Context: an optimization exercise on an open-source flow, tuned for small area, a short achievable clock period and few clock cycles per item. The choices shown serve that exercise and are no tape-out recipe. Only simulation tests tie the RTL to the original design; equivalence was not proved. Power figures rest on the tool's default switching activity, not on a simulated workload.

==> flow/design.v <==
`timescale 1ns/1ps
module SPM (
    input wire clk,
    input wire rst,
    input wire start,
    input wire signed [7:0] a,
    input wire signed [7:0] b,
    output wire signed [15:0] prod,
    output reg done,
    output wire sign_flag
);
    reg [3:0] rl;
    reg [11:0] r0;
    reg [11:0] r1;
    reg rs;
    wire pp1 = ~(a[0] & b[0]);
    wire pp2 = ~(a[0] & b[1]);
    wire pp3 = ~(a[0] & b[2]);
    wire pp4 = ~(a[0] & b[3]);
    wire pp5 = ~(a[0] & b[4]);
    wire pp6 = ~(a[0] & b[5]);
    wire pp7 = ~(a[0] & b[6]);
    wire pp8 = a[0] & b[7];
    wire pp9 = ~(a[1] & b[0]);
    wire pp10 = ~(a[1] & b[1]);
    wire pp11 = ~(a[1] & b[2]);
    wire pp12 = ~(a[1] & b[3]);
    wire pp13 = ~(a[1] & b[4]);
    wire pp14 = ~(a[1] & b[5]);
    wire pp15 = ~(a[1] & b[6]);
    wire pp16 = a[1] & b[7];
    wire pp17 = ~(a[2] & b[0]);
    wire pp18 = ~(a[2] & b[1]);
    wire pp19 = ~(a[2] & b[2]);
    wire pp20 = ~(a[2] & b[3]);
    wire pp21 = ~(a[2] & b[4]);
    wire pp22 = ~(a[2] & b[5]);
    wire pp23 = ~(a[2] & b[6]);
    wire pp24 = a[2] & b[7];
    wire pp25 = ~(a[3] & b[0]);
    wire pp26 = ~(a[3] & b[1]);
    wire pp27 = ~(a[3] & b[2]);
    wire pp28 = ~(a[3] & b[3]);
    wire pp29 = ~(a[3] & b[4]);
    wire pp30 = ~(a[3] & b[5]);
    wire pp31 = ~(a[3] & b[6]);
    wire pp32 = a[3] & b[7];
    wire pp33 = ~(a[4] & b[0]);
    wire pp34 = ~(a[4] & b[1]);
    wire pp35 = ~(a[4] & b[2]);
    wire pp36 = ~(a[4] & b[3]);
    wire pp37 = ~(a[4] & b[4]);
    wire pp38 = ~(a[4] & b[5]);
    wire pp39 = ~(a[4] & b[6]);
    wire pp40 = a[4] & b[7];
    wire pp41 = ~(a[5] & b[0]);
    wire pp42 = ~(a[5] & b[1]);
    wire pp43 = ~(a[5] & b[2]);
    wire pp44 = ~(a[5] & b[3]);
    wire pp45 = ~(a[5] & b[4]);
    wire pp46 = ~(a[5] & b[5]);
    wire pp47 = ~(a[5] & b[6]);
    wire pp48 = a[5] & b[7];
    wire pp49 = ~(a[6] & b[0]);
    wire pp50 = ~(a[6] & b[1]);
    wire pp51 = ~(a[6] & b[2]);
    wire pp52 = ~(a[6] & b[3]);
    wire pp53 = ~(a[6] & b[4]);
    wire pp54 = ~(a[6] & b[5]);
    wire pp55 = ~(a[6] & b[6]);
    wire pp56 = a[6] & b[7];
    wire pp57 = a[7] & b[0];
    wire pp58 = a[7] & b[1];
    wire pp59 = a[7] & b[2];
    wire pp60 = a[7] & b[3];
    wire pp61 = a[7] & b[4];
    wire pp62 = a[7] & b[5];
    wire pp63 = a[7] & b[6];
    wire pp64 = ~(a[7] & b[7]);
    wire s65, c66;
    spm_fa u_s65 (.a(pp3), .b(pp10), .ci(pp17), .s(s65), .co(c66));
    wire s67, c68;
    spm_fa u_s67 (.a(pp4), .b(pp11), .ci(pp18), .s(s67), .co(c68));
    wire s69, c70;
    spm_fa u_s69 (.a(pp25), .b(c66), .ci(s67), .s(s69), .co(c70));
    wire s71, c72;
    spm_fa u_s71 (.a(pp5), .b(pp12), .ci(pp19), .s(s71), .co(c72));
    wire s73, c74;
    spm_fa u_s73 (.a(pp26), .b(pp33), .ci(c68), .s(s73), .co(c74));
    wire s75, c76;
    spm_fa u_s75 (.a(s71), .b(s73), .ci(c70), .s(s75), .co(c76));
    wire s77, c78;
    spm_fa u_s77 (.a(pp6), .b(pp13), .ci(pp20), .s(s77), .co(c78));
    wire s79, c80;
    spm_fa u_s79 (.a(pp27), .b(pp34), .ci(pp41), .s(s79), .co(c80));
    wire s81, c82;
    spm_fa u_s81 (.a(c72), .b(s77), .ci(s79), .s(s81), .co(c82));
    wire s83, c84;
    spm_fa u_s83 (.a(c74), .b(s81), .ci(c76), .s(s83), .co(c84));
    wire s85, c86;
    spm_fa u_s85 (.a(pp7), .b(pp14), .ci(pp21), .s(s85), .co(c86));
    wire s87, c88;
    spm_fa u_s87 (.a(pp28), .b(pp35), .ci(pp42), .s(s87), .co(c88));
    wire s89, c90;
    spm_fa u_s89 (.a(pp49), .b(c78), .ci(c80), .s(s89), .co(c90));
    wire s91, c92;
    spm_fa u_s91 (.a(s85), .b(s87), .ci(c82), .s(s91), .co(c92));
    wire s93, c94;
    spm_fa u_s93 (.a(s89), .b(s91), .ci(c84), .s(s93), .co(c94));
    wire s95, c96;
    spm_fa u_s95 (.a(pp15), .b(pp22), .ci(pp29), .s(s95), .co(c96));
    wire s97, c98;
    spm_fa u_s97 (.a(pp36), .b(pp43), .ci(pp50), .s(s97), .co(c98));
    wire s99, c100;
    spm_fa u_s99 (.a(pp8), .b(pp57), .ci(c86), .s(s99), .co(c100));
    wire s101, c102;
    spm_fa u_s101 (.a(c88), .b(s95), .ci(s97), .s(s101), .co(c102));
    wire s103, c104;
    spm_fa u_s103 (.a(c90), .b(s99), .ci(s101), .s(s103), .co(c104));
    wire s105, c106;
    spm_han u_s105 (.a(c92), .b(s103), .s(s105), .co(c106));
    wire s107, c108;
    spm_ha u_s107 (.a(pp23), .b(pp30), .s(s107), .co(c108));
    wire s109, c110;
    spm_fa u_s109 (.a(pp37), .b(pp44), .ci(pp51), .s(s109), .co(c110));
    wire s111, c112;
    spm_fa u_s111 (.a(pp16), .b(pp58), .ci(s107), .s(s111), .co(c112));
    wire s113, c114;
    spm_fa u_s113 (.a(c96), .b(c98), .ci(s109), .s(s113), .co(c114));
    wire s115, c116;
    spm_fa u_s115 (.a(s111), .b(c100), .ci(c102), .s(s115), .co(c116));
    wire s117, c118;
    spm_fa u_s117 (.a(s113), .b(s115), .ci(c104), .s(s117), .co(c118));
    wire s119, c120;
    spm_fa u_s119 (.a(pp31), .b(pp38), .ci(pp45), .s(s119), .co(c120));
    wire s121, c122;
    spm_fa u_s121 (.a(pp52), .b(pp24), .ci(pp59), .s(s121), .co(c122));
    wire s123, c124;
    spm_fa u_s123 (.a(c108), .b(c110), .ci(s119), .s(s123), .co(c124));
    wire s125, c126;
    spm_fa u_s125 (.a(s121), .b(c112), .ci(c114), .s(s125), .co(c126));
    wire s127, c128;
    spm_fa u_s127 (.a(s123), .b(s125), .ci(c116), .s(s127), .co(c128));
    wire s129, c130;
    spm_fa u_s129 (.a(pp39), .b(pp46), .ci(pp53), .s(s129), .co(c130));
    wire s131, c132;
    spm_fa u_s131 (.a(pp32), .b(pp60), .ci(c120), .s(s131), .co(c132));
    wire s133, c134;
    spm_fa u_s133 (.a(c122), .b(s129), .ci(s131), .s(s133), .co(c134));
    wire s135, c136;
    spm_fa u_s135 (.a(c124), .b(c126), .ci(s133), .s(s135), .co(c136));
    wire s137, c138;
    spm_fa u_s137 (.a(pp47), .b(pp54), .ci(pp40), .s(s137), .co(c138));
    wire s139, c140;
    spm_fa u_s139 (.a(pp61), .b(c130), .ci(s137), .s(s139), .co(c140));
    wire s141, c142;
    spm_fa u_s141 (.a(c132), .b(s139), .ci(c134), .s(s141), .co(c142));
    wire s143, c144;
    spm_fa u_s143 (.a(pp55), .b(pp48), .ci(pp62), .s(s143), .co(c144));
    wire s145, c146;
    spm_fa u_s145 (.a(c138), .b(s143), .ci(c140), .s(s145), .co(c146));
    wire s147, c148;
    spm_fa u_s147 (.a(pp56), .b(pp63), .ci(c144), .s(s147), .co(c148));
    wire s149, c150;
    spm_han u_s149 (.a(pp2), .b(pp9), .s(s149), .co(c150));
    wire s151, c152;
    spm_han u_s151 (.a(c150), .b(s65), .s(s151), .co(c152));
    wire s153, c154;
    spm_han u_s153 (.a(c152), .b(s69), .s(s153), .co(c154));
    always @(posedge clk or posedge rst) begin
        if (rst) begin
            done <= 1'b0;
            rl <= 4'd0;
            r0 <= 12'd0;
            r1 <= 12'd0;
            rs   <= 1'b0;
        end else begin
            done <= start;
            if (start) begin
                rl <= {~s153, ~s151, ~s149, ~pp1};
                r0 <= {1'b1, ~pp64, ~s147, ~s145, ~s141, ~c128, ~c118, ~c106, ~s105, ~s93, ~s83, ~s75};
                r1 <= {1'b0, ~c148, ~c146, ~c142, ~c136, ~s135, ~s127, ~s117, ~c94, 1'b0, 1'b0, ~c154};
                rs <= a[7] ^ b[7];
            end
        end
    end
    wire [3:0] rlt = rl;
    wire [11:0] r0t = r0;
    wire [11:0] r1t = r1;
    wire [11:0] hi = r0t + r1t;
    assign prod = {hi, rlt};
    assign sign_flag = rs;
endmodule
module spm_fa (input wire a, input wire b, input wire ci, output wire s, output wire co);
    assign s  = a ^ b ^ ci;
    assign co = (a & b) | (a & ci) | (b & ci);
endmodule
module spm_ha (input wire a, input wire b, output wire s, output wire co);
    assign s  = a ^ b;
    assign co = a & b;
endmodule
module spm_han (input wire a, input wire b, output wire s, output wire co);
    assign s  = ~(a ^ b);
    assign co = a | b;
endmodule
Settings: LEC_CHECK=0, CAP_MARGIN=20, CORE_MARGIN=2, CORE_UTILIZATION=40, SETUP_SLACK_MARGIN=1.7, SLEW_MARGIN=20, SYNTH_HIERARCHICAL=1, SYNTH_MINIMUM_KEEP_SIZE=0; clock period 5.0 ns.
standard.sh (not shown) runs the stock make flow with config.mk's settings and CLKGATE_MAP_FILE= SYNTH_SCRIPT=/design/flow/synth_recipe.tcl, a recipe that flattens the netlist after the stock synthesis.
==> flow/flow/run.sh <==
#!/bin/bash
# The standard layout (standard.sh), with the port buffers made of
# sky130_fd_sc_hd__buf_1 cells instead of the delay-cell buffers that
# buffer_ports picks by default. make's full output goes to standard.log.
set -euo pipefail
export BUFFER_PORTS_ARGS="-buffer_cell sky130_fd_sc_hd__buf_1"
bash standard.sh > standard.log 2>&1
Testbench counts at the start, summed over its fixed seeds: cycles 4,088, items 2,048.
Edit:
Settings changed: CORE_UTILIZATION 40 to 55, SETUP_SLACK_MARGIN 1.7 to 1.75.
The new run passed the timing, DRC and antenna checks; setup slack improved by 0.032 ns; final cell count decreases by a few percent; clock power went down by a few percent.
Edit:
Settings changed: ABC_AREA from default to 1, CORE_UTILIZATION 55 to 40, SETUP_SLACK_MARGIN 1.75 to 1.7.
Clock-buffer cell count stays the same.
Area after synthesis climbs by a few percent.
Hold slack loses 0.010 ns.
Edit:
Settings changed: ABC_AREA 1 to default, CTS_CLUSTER_DIAMETER from default to 100, CTS_CLUSTER_SIZE from default to 30, SETUP_SLACK_MARGIN 1.7 to 1.75.
What happened: Core utilization came out higher by 1.3 points; clock skew is unchanged; first-iteration DRC count came out lower by 38%; global-route usage came out lower by 1.1 points; combinational power came out higher by 18%; synthesized area came out lower by 4.4%; wire length came out lower by 8.0%; non-clock buffer count came out lower by 2; via count came out lower by 9.4%; design area came out lower by 2.7%.

* * *

RTL: the design.v shown in full above, as it stands there.
Settings: LEC_CHECK=0, CAP_MARGIN=20, CORE_MARGIN=2, CORE_UTILIZATION=40, SETUP_SLACK_MARGIN=1.6, SLEW_MARGIN=20, SYNTH_HIERARCHICAL=1, SYNTH_MINIMUM_KEEP_SIZE=0; clock period 5.0 ns.
==> flow/flow/run.sh <==
#!/bin/bash
# The standard layout (standard.sh), with the port buffers made of
# sky130_fd_sc_hd__buf_2 cells instead of the delay-cell buffers that
# buffer_ports picks by default. make's full output goes to standard.log.
set -euo pipefail
export BUFFER_PORTS_ARGS="-buffer_cell sky130_fd_sc_hd__buf_2"
bash standard.sh > standard.log 2>&1
Testbench counts at the start, summed over its fixed seeds: cycles 4,088, items 2,048.
Then changed:
==> flow/flow/run.sh (replaced) <==
#!/bin/bash
# The standard layout (standard.sh), with the port buffers made of
# sky130_fd_sc_hd__buf_1 cells instead of the delay-cell buffers that
# buffer_ports picks by default. make's full output goes to standard.log.
set -euo pipefail
export BUFFER_PORTS_ARGS="-buffer_cell sky130_fd_sc_hd__buf_1"
bash standard.sh > standard.log 2>&1
Settings changed: GPL_TIMING_DRIVEN from default to 0, SETUP_SLACK_MARGIN 1.6 to 1.75.
=> The new run finished with timing, DRC and antenna clean. First-iteration DRC count climbs by 90%. Worst setup slack improves by 0.084 ns. Combinational power climbs by about 0.5%. Global-route usage drops by 0.16 points. Die area does not change. Non-clock buffer count climbs by 4. Clock-buffer cell count stays the same. Via count climbs by 0.43%.
Then changed:
Settings changed: GPL_TIMING_DRIVEN 0 to default, SETUP_SLACK_MARGIN 1.75 to 1.6.
Outcome: The new run completed without violations. Utilization came out lower by 1.6 points. Worst setup slack is worse by 0.093 ns. Sequential power hardly moves. Count of clock-buffer cells in the layout does not change.
Then changed:
Settings changed: SETUP_SLACK_MARGIN 1.6 to 1.75.
Result: Global-route usage grows by 0.17 points; clock power stays flat; routed wire length is about the same; clock-buffer cell count does not change.
Then changed:
Settings changed: SETUP_SLACK_MARGIN 1.75 to 1.8.
The new run went through all stages and came out clean.
Hold slack is better by 0.0079 ns.
Core utilization goes up by 1.6 points.
Via count goes up slightly.
Synthesized cell count is unchanged.

* * *

== run A ==
SPM, a different RTL version from the one above (not shown whole).
Size in the first run: about 240 cells after synthesis, ~28 flip-flops, roughly 37 I/O pins, ~0.0027 sq mm of cells after synthesis.
clock: 5.0 ns
lec_check: 0
cap_margin: 20
core_margin: 2
core_utilization: 40
setup_slack_margin: 1.5
slew_margin: 20
synth_hierarchical: 1
synth_minimum_keep_size: 0
==> flow/flow/run.sh <==
#!/bin/bash
# The standard layout, with the port buffers made of sky130_fd_sc_hd__buf_2 cells
# instead of the delay-cell buffers buffer_ports picks by default.
set -euo pipefail
export BUFFER_PORTS_ARGS="-buffer_cell sky130_fd_sc_hd__buf_2"
bash standard.sh > standard.log 2>&1
Both conditions hold for run A: the flow ran to the end and the final layout passed the timing, DRC and antenna checks.
Testbench counts of run A, summed over its fixed seeds: cycles 4,088, items 2,048.
Inputs modified between run A and run B:
==> flow/run.sh (new file) <==
#!/bin/bash
# synth_recipe.tcl (not shown) runs the flow's synth.tcl, then flattens the netlist and writes it again
# the make line also repeats each setting of config.mk as NAME=value (left out here)
make -C /OpenROAD-flow-scripts/flow DESIGN_CONFIG=/design/flow/config.mk WORK_HOME=/design/flow/orfs CLKGATE_MAP_FILE= SYNTH_SCRIPT=/design/flow/synth_recipe.tcl finish
removed: flow/flow/run.sh
removed: flow/standard.sh
## What came out
- Changes observed in run B relative to run A: wire length of the first global-routing pass has increased, maximum frequency has decreased, hold slack has increased, via count has increased.
- Clock insertion delay at the later pin of the skew report across run B and run A: no real change.
- Of run B and run A, the run reporting the higher leakage power summed over all cells was run B.
Setup changes, run B to run C
- SETUP_SLACK_MARGIN: 1.5 -> 2.5
==> comparison <==
In run C, the power per cell area came out 4.0% below the value in run B.
Run B vs run C, cell with the biggest individual delay on the critical path: sky130_fd_sc_hd__fa_1 vs sky130_fd_sc_hd__fa_2
On first-pass GRT wire length: between run B and run C, it ends up higher for run C.
The final reports for run C and run B show count of non-CTS buffers in the layout higher in the former.
Run C vs. run B: post-layout instance count excluding filler cells moved up, standard cell area after detailed placement moved up, clock power moved up.
The run with more setup slack is run C; run B has less.
Sort run B and run C by core utilization desc -> top: run C
The following lists how run D was set up differently from run C:
- SETUP_SLACK_MARGIN now 0, was 2.5
Findings:
- No stage failed in run D, and the final checks on the layout all came back clean.
- Going from run C to run D, design area shrank by more than 10%.
- Changes observed in run D relative to run C: required arrival time at the worst endpoint rose 1.15 ns, part of the cycle the worst path needs moved up, power consumption -about 9%, relative area of clock buffers and inverters in the final design fell by 0.21 points.
- Any difference in proportion of cell area occupied by multi-input gates between run C and run D is small enough to ignore.
- NOTE internal power run C->run D decreased by a few percent
- Run D ended up with r0[9] as its endpoint of the most critical setup path; run C ended up with prod[14].

* * *

Starting RTL as in the previous note.
// SPM
module SPM (
    input wire clk,
    input wire rst,
    input wire start,
    input wire signed [7:0] a,
    input wire signed [7:0] b,
    output wire signed [15:0] prod,
    output reg done,
    output wire sign_flag
);
    reg [15:0] r0, r1;
    reg rs, rc;
    always @(posedge clk or posedge rst) begin
        if (rst) begin
            done <= 1'b0;
            r0   <= 16'd0;
            r1   <= 16'd0;
            rs   <= 1'b0;
            rc   <= 1'b0;
        end else begin
            done <= start;
            if (start) begin
                r0 <= nrow0;
                r1 <= nrow1;
                rc <= ncy;
                rs <= a[7] ^ b[7];
            end
        end
    end
    wire [7:0] ma = a;
    wire [7:0] mb = b;
    wire [9:0] hi = r0[15:6] + r1[15:6] + rc;
    assign prod = {hi, r0[5:0]};
    assign sign_flag = rs;
    wire pp1 = ma[0] & mb[0];
    wire pp2 = ma[0] & mb[1];
    wire pp3 = ma[0] & mb[2];
    wire pp4 = ma[0] & mb[3];
    wire pp5 = ma[0] & mb[4];
  ...
make LEC_CHECK=0 CAP_MARGIN=20 CORE_MARGIN=2 CORE_UTILIZATION=40 SETUP_SLACK_MARGIN=2 SLEW_MARGIN=20 SYNTH_HIERARCHICAL=1 SYNTH_MINIMUM_KEEP_SIZE=0 finish   # period 5.0 ns
run.sh (not shown) runs the stock make flow with config.mk's settings and CLKGATE_MAP_FILE= SYNTH_SCRIPT=/design/flow/synth_recipe.tcl, a recipe that flattens the netlist after the stock synthesis.
Stock flow here: none of the scripts above is used.
The first run passed the timing, DRC and antenna checks.
Testbench counts at the start, summed over its fixed seeds: cycles 4,088, items 2,048.
==> next run, changes <==
==> flow/flow/run.sh (new file) <==
#!/bin/bash
# The standard layout, with the port buffers made of sky130_fd_sc_hd__buf_1 cells
# instead of the delay-cell buffers buffer_ports picks by default.
set -euo pipefail
export BUFFER_PORTS_ARGS="-buffer_cell sky130_fd_sc_hd__buf_1"
bash standard.sh > standard.log 2>&1
==> flow/standard.sh (new file) <==
#!/bin/bash
# synth_recipe.tcl (not shown) runs the flow's synth.tcl, then flattens the netlist and writes it again
# the make line also repeats each setting of config.mk as NAME=value (left out here)
make -C /OpenROAD-flow-scripts/flow DESIGN_CONFIG=/design/flow/config.mk WORK_HOME=/design/flow/orfs CLKGATE_MAP_FILE= SYNTH_SCRIPT=/design/flow/synth_recipe.tcl "${@:-finish}"
--- a/flow/config.mk
+++ b/flow/config.mk
@@ -10,3 +10,3 @@
 export CORE_UTILIZATION = 40
-export SETUP_SLACK_MARGIN = 2
+export SETUP_SLACK_MARGIN = 1.5
 export SLEW_MARGIN = 20
removed: flow/run.sh
=> Wire length shrinks by about 8%. Clock-buffer cell count does not change. Total power shrinks by about 22%. Critical path depth stays the same. Core utilization shrinks by 8.8 points. Final area shrinks by about 17%. Hold slack loses 0.019 ns. Flip-flop and latch count is unchanged. Area after synthesis is unchanged. Worst setup slack loses 0.094 ns.
==> next run, changes <==
==> flow/flow/run.sh (replaced) <==
#!/bin/bash
# The standard layout (standard.sh), with the port buffers made of
# sky130_fd_sc_hd__buf_1 cells instead of the delay-cell buffers that
# buffer_ports picks by default. make's full output goes to standard.log.
set -euo pipefail
export BUFFER_PORTS_ARGS="-buffer_cell sky130_fd_sc_hd__buf_1"
bash standard.sh > standard.log 2>&1
--- a/flow/config.mk
+++ b/flow/config.mk
@@ -9,3 +9,3 @@
 export CORE_MARGIN = 2
-export CORE_UTILIZATION = 40
+export CORE_UTILIZATION = 60
 export SETUP_SLACK_MARGIN = 1.5
What happened: Combinational power is about the same; via count fell by 2.0%; non-clock buffer count stays the same; setup slack loses 0.014 ns; sequential share of layout area is higher by 0.30 points.

[port drivers added, routing unchanged]
Ports are ideal in the flow. The routed layouts listed here were re-timed in OpenROAD.
Step 1 sets driving cells, clkbuf_16 on the clock port and buf_2 on the other inputs (assumed; they add their load-dependent delay and slew).
Step 2 adds t to the input delays and takes it off the output delays; t is the mean of the earliest and latest rising clock arrival at the registers after step 1. Input paths then give back, and output paths get back, about the clock's delay inside the block.
a / b / c = no drivers / after step 1 / after step 2; a / b = the first two.
| run | t, ns | setup WS [ns] | hold WS [ns] | worst setup path after step 2 | clock arrival spread, ns |
|---|---|---|---|---|---|
| the first run of note 1 | 0.298 | 1.748 / 1.750 / 1.452 | 0.508 / 0.508 / 0.508 | input to register | 0.011 / 0.011 |
| the second run of note 1 | 0.291 | 1.781 / 1.738 / 1.447 | 0.501 / 0.501 / 0.501 | input to register | 0.005 / 0.005 |
| the third run of note 1 | 0.291 | 1.698 / 1.699 / 1.407 | 0.490 / 0.490 / 0.490 | input to register | 0.002 / 0.001 |
| the fourth run of note 1 | 0.293 | 1.831 / 1.816 / 1.522 | 0.497 / 0.497 / 0.497 | input to register | 0.005 / 0.005 |
| the first run of note 2 | 0.296 | 1.715 / 1.719 / 1.423 | 0.505 / 0.505 / 0.505 | input to register | 0.004 / 0.004 |
| the second run of note 2 | 0.296 | 1.799 / 1.795 / 1.498 | 0.489 / 0.489 / 0.489 | input to register | 0.003 / 0.003 |
| the third run of note 2 | 0.290 | 1.705 / 1.708 / 1.418 | 0.499 / 0.499 / 0.499 | input to register | 0.004 / 0.004 |
| the fourth run of note 2 | 0.293 | 1.831 / 1.816 / 1.522 | 0.497 / 0.497 / 0.497 | input to register | 0.005 / 0.005 |
| the fifth run of note 2 | 0.287 | 1.830 / 1.790 / 1.503 | 0.505 / 0.505 / 0.505 | input to register | 0.004 / 0.004 |
| run A | 0.288 | 1.592 / 1.598 / 1.310 | 0.496 / 0.496 / 0.496 | input to register | 0.002 / 0.002 |
| run B | 0.290 | 1.565 / 1.570 / 1.280 | 0.504 / 0.504 / 0.504 | input to register | 0.004 / 0.004 |
| run C | 0.294 | 1.653 / 1.626 / 1.334 | 0.493 / 0.493 / 0.493 | input to register | 0.004 / 0.005 |
| run D | 0.287 | 1.079 / 1.082 / 0.795 | 0.490 / 0.490 / 0.490 | input to register | 0.004 / 0.004 |
| the first run of note 4 | 0.293 | 1.670 / 1.659 / 1.366 | 0.516 / 0.516 / 0.516 | input to register | 0.009 / 0.010 |
| the second run of note 4 | 0.290 | 1.576 / 1.580 / 1.290 | 0.497 / 0.497 / 0.497 | input to register | 0.005 / 0.005 |
| the third run of note 4 | 0.293 | 1.563 / 1.571 / 1.278 | 0.491 / 0.491 / 0.491 | input to register | 0.009 / 0.008 |
After both steps every run listed still meets setup and hold. For the second run of note 1, which loses most, drivers alone change the setup slack by -0.043 ns; drivers and shift together by -0.334 ns.
